Background: an optimization exercise with open tools, aiming at small area. Do not read the settings as production practice.
Power figures rest on the tool's default switching activity, not on a simulated workload.

## the previous run
==> module Analyzer, before the edit <==
module Analyzer(
	input [7:0]data,
	input clk,
	input rst,
	input init,
	output reg [14:0]addr,
	output reg done,
	output [2:0]res
    );
localparam [17:0] SIXN = 18'd115200;
reg init_old;
reg start;
reg [17:0]sx;
reg [17:0]syn;   
wire [17:0]sy = ~syn;
wire init_rise = init & ~init_old;
wire last = start & addr[14] & ~addr[13] & addr[11] & addr[9] & (&addr[7:0]);
wire clr = init_rise & ~start;
wire en = start & ~last;
wire [2:0] r = en ? data[7:5] : 3'd0;
wire [2:0] g = en ? data[4:2] : 3'd0;
wire [2:0] w = en ? {~data[1:0], 1'b0} : 3'd0;
wire r_gt = (sx > sy) & (sx > SIXN);
wire g_gt = (sy > sx) & (sy > SIXN);
wire b_gt = (sx < SIXN) & (sy < SIXN);
assign res = r_gt ? 3'b100 : g_gt ? 3'b010 : b_gt ? 3'b001 : 3'b111;
always @(posedge clk)begin
	if(rst)begin
		init_old <= 0;
		start <= 0;
		done <= 0;
	end else begin
		init_old <= init;
		if (last) begin
			start <= 0;
			done <= 1;
		end else if (init_rise) begin
			start <= 1;
			done <= 0;
		end
	end
end
always @(posedge clk)begin
	if (rst | ~start | last)
		addr <= 15'h7fff;
	else
		addr <= addr + 1'b1;
end
always @(posedge clk)begin
	if (clr) begin
		sx <= 0;
		syn <= 18'h3ffff;
	end else begin
		sx <= sx + r + w;
		syn <= syn - g - w;
	end
end
endmodule
Settings: LEC_CHECK=0, CAP_MARGIN=20, CORE_MARGIN=2, CORE_UTILIZATION=40, SLEW_MARGIN=20; clock period 6.0 ns.
standard.sh (not shown) runs the stock make flow with config.mk's settings and CLKGATE_MAP_FILE= SYNTH_SCRIPT=/design/flow/synth_recipe.tcl, a recipe that flattens the netlist after the stock synthesis.
==> flow/flow/run.sh <==
#!/bin/bash
# The standard layout (standard.sh), with three changes:
#  - synthesis maps the logic with an area-oriented ABC script and without
#    the full/half-adder cell mapping (registers are mapped as standard);
#  - the port buffers are buf_1;
#  - the clock tree uses clkbuf_8 only and no dummy loads.
set -euo pipefail
HERE=$(pwd)
export FLOW_SYNTH_TCL=$HERE/synth_recipe.tcl
export AREA_ABC_SCRIPT=$HERE/flow/area.abc
export BUFFER_PORTS_ARGS="-buffer_cell sky130_fd_sc_hd__buf_1"
export CTS_ARGS="-sink_clustering_enable -repair_clock_nets -dont_use_dummy_load -root_buf sky130_fd_sc_hd__clkbuf_8 -buf_list sky130_fd_sc_hd__clkbuf_8"
sed "s#SYNTH_SCRIPT=[^ ]*#SYNTH_SCRIPT=$HERE/flow/area_synth.tcl#" standard.sh > area_standard.sh
grep -q "SYNTH_SCRIPT=$HERE/flow/area_synth.tcl" area_standard.sh
bash area_standard.sh ADDER_MAP_FILE= finish > standard.log 2>&1
==> flow/flow/area.abc <==
strash
&get -n
&deepsyn -T 20
&put
dch -f
amap
topo
==> flow/flow/area_synth.tcl <==
# The standard synthesis (synth_recipe.tcl, sourced unchanged), except that
# ABC maps the logic with an area-oriented script (AREA_ABC_SCRIPT) in place
# of ORFS's speed script.
proc abc {args} {
  set i [lsearch -exact $args -script]
  if {$i >= 0} { lset args [expr {$i + 1}] $::env(AREA_ABC_SCRIPT) }
  puts "area_synth.tcl: abc with $::env(AREA_ABC_SCRIPT)"
  yosys abc {*}$args
}
source $::env(FLOW_SYNTH_TCL)
The inputs of the current run differ from those of the previous run as listed below.
--- a/flow/design.v
+++ b/flow/design.v
@@ -88,10 +88,9 @@
 localparam [17:0] SIXN = 18'd115200;
 reg init_old;
 reg start;
 reg [17:0]sx;
-reg [17:0]syn;   
-wire [17:0]sy = ~syn;
+reg [17:0]sy;
 wire init_rise = init & ~init_old;
 wire last = start & addr[14] & ~addr[13] & addr[11] & addr[9] & (&addr[7:0]);
 wire clr = init_rise & ~start;
 wire en = start & ~last;
@@ -126,12 +125,12 @@
 end
 always @(posedge clk)begin
 	if (clr) begin
 		sx <= 0;
-		syn <= 18'h3ffff;
+		sy <= 0;
 	end else begin
 		sx <= sx + r + w;
-		syn <= syn - g - w;
+		sy <= sy + g + w;
 	end
 end
 endmodule
 `timescale 1ns / 1ps
Findings:
Pin count of the biggest net entering global routing (lower): the previous run
Compared with the previous run, the current run shows worst ir drop on vdd lower by about 3%.
The current run against the previous run: sequential share of layout area did not really move; total design power went up; max-cap violation count did not really move.
The area of all placed cells without fillers was comparable across the previous run and the current run.
Taking the previous run as the reference, in the current run total area of multi-input combinational cells saw a decrease; utilization after layout ~0 delta; wire length per cell after detailed routing -about 3.5%; cell area after placement flat.
The current run vs the previous run — fraction of area in multi-input gates dropped 0.26 points.
No run of this note included a check of the RTL's function; only the layout flow was run.

afterwards: timing with drivers on the ports:
Ports are ideal in the flow. The routed layouts listed here were re-timed in OpenROAD. Step 1 sets driving cells, clkbuf_16 on the clock port and buf_2 on the other inputs (assumed; they add their load-dependent delay and slew). Step 2, shift: input delay + t, output delay - t, t = (earliest + latest rising clock arrival at the registers) / 2. This alone moves slack from input paths to output paths. Three values: ideal, step 1, step 2; two values: the first two.
run | t (ns) | setup WS [ns] | latest minus earliest clock arrival (ns)
the previous run | 0.372 | 1.081 / 1.081 / 1.033 | 0.037 / 0.036
the current run | 0.373 | 1.285 / 1.295 / 0.922 | 0.024 / 0.024
After both steps every run listed still meets setup and hold. For the current run, which loses most, drivers alone change the setup slack by +0.010 ns; drivers and shift together by -0.363 ns.
